From an optimization exercise on the open Yosys and OpenROAD flow, aimed at small area, a short achievable clock period and few clock cycles per item; shortcuts taken in it are not production practice. No activity file was given, so power comes from the tool's default toggle rates.

==> job 8651: inputs <==
==> flow/design.v <==
module Log2(
  input clk,
  input reset,
  input h,
  output reg flag,
  input [7:0] in,
  output reg [7:0] out
);
  reg busy;
  wire [7:0] lut;
  always @(posedge clk or posedge reset) begin
    if (reset) begin
      busy <= 1'b0;
      flag <= 1'b0;
    end else begin
      busy <= h;
      flag <= busy | (flag & ~h);
    end
  end
  always @(posedge clk) begin
    if (busy)
      out <= lut;
    else if (h | ~flag)
      out <= in;
  end
  log2_lut u_lut (.x(out), .y(lut));
endmodule
module log2_lut(input [7:0] x, output [7:0] y);
  wire [7:0] oh;
  assign oh[7] = x[7];
  assign oh[6] = ~x[7] & x[6];
  assign oh[5] = ~|x[7:6] & x[5];
  assign oh[4] = ~|x[7:5] & x[4];
  assign oh[3] = ~|x[7:4] & x[3];
  assign oh[2] = ~|x[7:3] & x[2];
  assign oh[1] = ~|x[7:2] & x[1];
  assign oh[0] = ~|x[7:1];
  wire [2:0] p = {|oh[7:4], |{oh[7:6],oh[3:2]}, |{oh[7],oh[5],oh[3],oh[1]}};
  wire [13:0] xe = {x[6:0], 7'b0};
  wire [6:0] n = ({7{oh[7]}} & x[6:0]) | ({7{oh[6]}} & {x[5:0],1'b0}) | ({7{oh[5]}} & {x[4:0],2'b0})
               | ({7{oh[4]}} & {x[3:0],3'b0}) | ({7{oh[3]}} & {x[2:0],4'b0}) | ({7{oh[2]}} & {x[1:0],5'b0})
               | ({7{oh[1]}} & {x[0],6'b0});
  reg [4:0] g;
  always @* case (n)
    7'd0: g = 5'd0;
    7'd1: g = 5'd0;
    7'd2: g = 5'd0;
    7'd3: g = 5'd1;
    7'd4: g = 5'd1;
    7'd5: g = 5'd1;
    7'd6: g = 5'd2;
    7'd7: g = 5'd2;
    7'd8: g = 5'd2;
    7'd9: g = 5'd3;
    7'd10: g = 5'd3;
    7'd11: g = 5'd3;
    7'd12: g = 5'd4;
    7'd13: g = 5'd4;
    7'd14: g = 5'd4;
    7'd15: g = 5'd5;
    7'd16: g = 5'd5;
    7'd17: g = 5'd5;
    7'd18: g = 5'd6;
    7'd19: g = 5'd6;
    7'd20: g = 5'd6;
    7'd21: g = 5'd7;
    7'd22: g = 5'd7;
    7'd23: g = 5'd7;
    7'd24: g = 5'd7;
    7'd25: g = 5'd8;
    7'd26: g = 5'd8;
    7'd27: g = 5'd8;
    7'd28: g = 5'd9;
    7'd29: g = 5'd9;
    7'd30: g = 5'd9;
    7'd31: g = 5'd10;
    7'd32: g = 5'd10;
    7'd33: g = 5'd10;
    7'd34: g = 5'd10;
    7'd35: g = 5'd11;
    7'd36: g = 5'd11;
    7'd37: g = 5'd11;
    7'd38: g = 5'd12;
    7'd39: g = 5'd12;
    7'd40: g = 5'd12;
    7'd41: g = 5'd12;
    7'd42: g = 5'd13;
    7'd43: g = 5'd13;
    7'd44: g = 5'd13;
    7'd45: g = 5'd13;
    7'd46: g = 5'd14;
    7'd47: g = 5'd14;
    7'd48: g = 5'd14;
    7'd49: g = 5'd14;
    7'd50: g = 5'd15;
    7'd51: g = 5'd15;
    7'd52: g = 5'd15;
    7'd53: g = 5'd15;
    7'd54: g = 5'd16;
    7'd55: g = 5'd16;
    7'd56: g = 5'd16;
    7'd57: g = 5'd17;
    7'd58: g = 5'd17;
    7'd59: g = 5'd17;
    7'd60: g = 5'd17;
    7'd61: g = 5'd17;
    7'd62: g = 5'd18;
    7'd63: g = 5'd18;
    7'd64: g = 5'd18;
    7'd65: g = 5'd18;
    7'd66: g = 5'd19;
    7'd67: g = 5'd19;
    7'd68: g = 5'd19;
    7'd69: g = 5'd19;
    7'd70: g = 5'd20;
    7'd71: g = 5'd20;
    7'd72: g = 5'd20;
    7'd73: g = 5'd20;
    7'd74: g = 5'd21;
    7'd75: g = 5'd21;
    7'd76: g = 5'd21;
    7'd77: g = 5'd21;
    7'd78: g = 5'd21;
    7'd79: g = 5'd22;
    7'd80: g = 5'd22;
    7'd81: g = 5'd22;
    7'd82: g = 5'd22;
    7'd83: g = 5'd23;
    7'd84: g = 5'd23;
    7'd85: g = 5'd23;
    7'd86: g = 5'd23;
    7'd87: g = 5'd23;
    7'd88: g = 5'd24;
    7'd89: g = 5'd24;
    7'd90: g = 5'd24;
    7'd91: g = 5'd24;
    7'd92: g = 5'd25;
    7'd93: g = 5'd25;
    7'd94: g = 5'd25;
    7'd95: g = 5'd25;
    7'd96: g = 5'd25;
    7'd97: g = 5'd26;
    7'd98: g = 5'd26;
    7'd99: g = 5'd26;
    7'd100: g = 5'd26;
    7'd101: g = 5'd26;
    7'd102: g = 5'd27;
    7'd103: g = 5'd27;
    7'd104: g = 5'd27;
    7'd105: g = 5'd27;
    7'd106: g = 5'd27;
    7'd107: g = 5'd28;
    7'd108: g = 5'd28;
    7'd109: g = 5'd28;
    7'd110: g = 5'd28;
    7'd111: g = 5'd28;
    7'd112: g = 5'd29;
    7'd113: g = 5'd29;
    7'd114: g = 5'd29;
    7'd115: g = 5'd29;
    7'd116: g = 5'd29;
    7'd117: g = 5'd29;
    7'd118: g = 5'd30;
    7'd119: g = 5'd30;
    7'd120: g = 5'd30;
    7'd121: g = 5'd30;
    7'd122: g = 5'd30;
    7'd123: g = 5'd31;
    7'd124: g = 5'd31;
    7'd125: g = 5'd31;
    7'd126: g = 5'd31;
    7'd127: g = 5'd31;
    default: g = 0;
  endcase
  assign y = {p, g};
endmodule
==> flow/flow/run.sh <==
#!/bin/bash
# Standard ORFS layout with these changes:
#  - synthesis maps the logic with the ABC script in flow/abc_area.script
#    (same synthesis script otherwise, so registers keep their names and types);
#  - port buffers are sky130_fd_sc_hd__buf_1 instead of the default delay buffer;
#  - extra make settings: 
set -euo pipefail
rm -rf myscripts
cp -r "$FLOW_HOME/scripts" myscripts
cp flow/abc_area.script myscripts/abc_area.script
bash standard.sh synth ABC_AREA=1 SCRIPTS_DIR="$PWD/myscripts" > synth.log 2>&1
bash standard.sh finish "CTS_ARGS=-sink_clustering_enable -sink_clustering_size 20 -sink_clustering_max_diameter 200 -dont_use_dummy_load -repair_clock_nets"  "BUFFER_PORTS_ARGS=-buffer_cell sky130_fd_sc_hd__buf_1" > layout.log 2>&1
==> flow/flow/abc_area.script <==
strash
dch
map -D 1600
topo
upsize -D 1600
dnsize -D 1600
==> flow/standard.sh <==
#!/bin/bash
# synth_recipe.tcl (not shown) runs the flow's synth.tcl, then flattens the netlist and writes it again
# the make line also repeats each setting of config.mk as NAME=value (left out here)
make -C /OpenROAD-flow-scripts/flow DESIGN_CONFIG=/design/flow/config.mk WORK_HOME=/design/flow/orfs CLKGATE_MAP_FILE= SYNTH_SCRIPT=/design/flow/synth_recipe.tcl "${@:-finish}"
==> flow/config.mk <==
export PLATFORM = sky130hd
export DESIGN_NAME = Log2
export DESIGN_NICKNAME = Log2
export VERILOG_FILES = /design/flow/design.v
export SDC_FILE = /design/flow/constraint.sdc
export NUM_CORES = 4
export LEC_CHECK = 0
export CAP_MARGIN = 20
export CORE_AREA = 2.5 2.5 61.5 61.5
export DIE_AREA = 0 0 64 64
export SLEW_MARGIN = 20
==> flow/constraint.sdc <==
create_clock -name core_clock -period 10.0 [get_ports {clk}]
set_input_delay 2.0000 -clock core_clock [delete_from_list [all_inputs] [get_ports {clk}]]
set_output_delay 2.0000 -clock core_clock [all_outputs]
set_load 0.01 [all_outputs]
==> job 5416: changes against job 8651 <==
==> flow/flow/abc_area.script (replaced) <==
strash
dch
map -D 2000
topo
==> comparison <==
- Of job 5416 and job 8651, job 5416 has the higher critical path depth (gap 13).
- Of job 5416 and job 8651, job 5416 has the higher clock power (gap about 6%, measured against job 8651).
- Against job 5416, the sequential share of layout area of job 8651 is lower by 0.53 points.
- In sequential cell count, job 5416 and job 8651 do not differ.
- Between job 8651 and job 5416, the lower utilization is in job 5416 (gap 0.71 points).
- Job 8651 ran to the end with no violations. Job 5416 completed without violations.
- Of job 5416 and job 8651, job 5416 has the higher via count (gap about 2.7%, measured against job 8651).
==> figures <==
	job 5416	job 8651
Count of fill cells added during filler insertion	377	373
Mean Syn Cell Area	6.15 µm²	6.42 µm²
Fraction of power consumed by sequential logic	34.0%	33.7%
Status	finished clean	finished clean
Peak ir drop on the vdd network	0.0616 mV	0.0271 mV
Multi-input gate share of total cell area	50.9%	52.6%
Routed met1 length	1200 µm	1190 µm
Routing usage on met3	2.64%	1.06%
Fraction of the mapped netlist area in compound gates	29.4%	32.6%
Number of global-route vias before repair	968	980
Psw	81.0 µW	81.5 µW
Synthesized cell area	978 µm²	1000 µm²
Count leader, synth	sky130_fd_sc_hd__nor2_1	sky130_fd_sc_hd__nand2_1
No functional check of the RTL was part of any run of this note.

## afterwards: timing with drivers on the ports
The flow's constraints put no driver on any port. The routed layouts listed below were extracted and timed again, unchanged, in two steps.
Step 1 (the two cells are an assumption about what drives the block):
set clk [get_ports {clk}]
set_driving_cell -lib_cell sky130_fd_sc_hd__clkbuf_16 $clk
set_driving_cell -lib_cell sky130_fd_sc_hd__buf_2 [delete_from_list [all_inputs] $clk]
Step 2 moves the port delays by t, midway between the first and last clock arrival at a register: inputs arrive t later, outputs are due t later. That takes back most of the time a late clock gives input paths.
Slacks: ideal / step 1 / step 2; pairs: ideal / step 1.
| run | shift t [ns] | slack for setup (ns) | worst setup path after step 2 |
|---|---|---|---|
| job 8651 | 0.270 | 7.069 / 7.049 / 7.217 | input to register |
| job 5416 | 0.275 | 6.958 / 6.958 / 6.958 | register to register |
After both steps setup and hold are still met in every run listed.
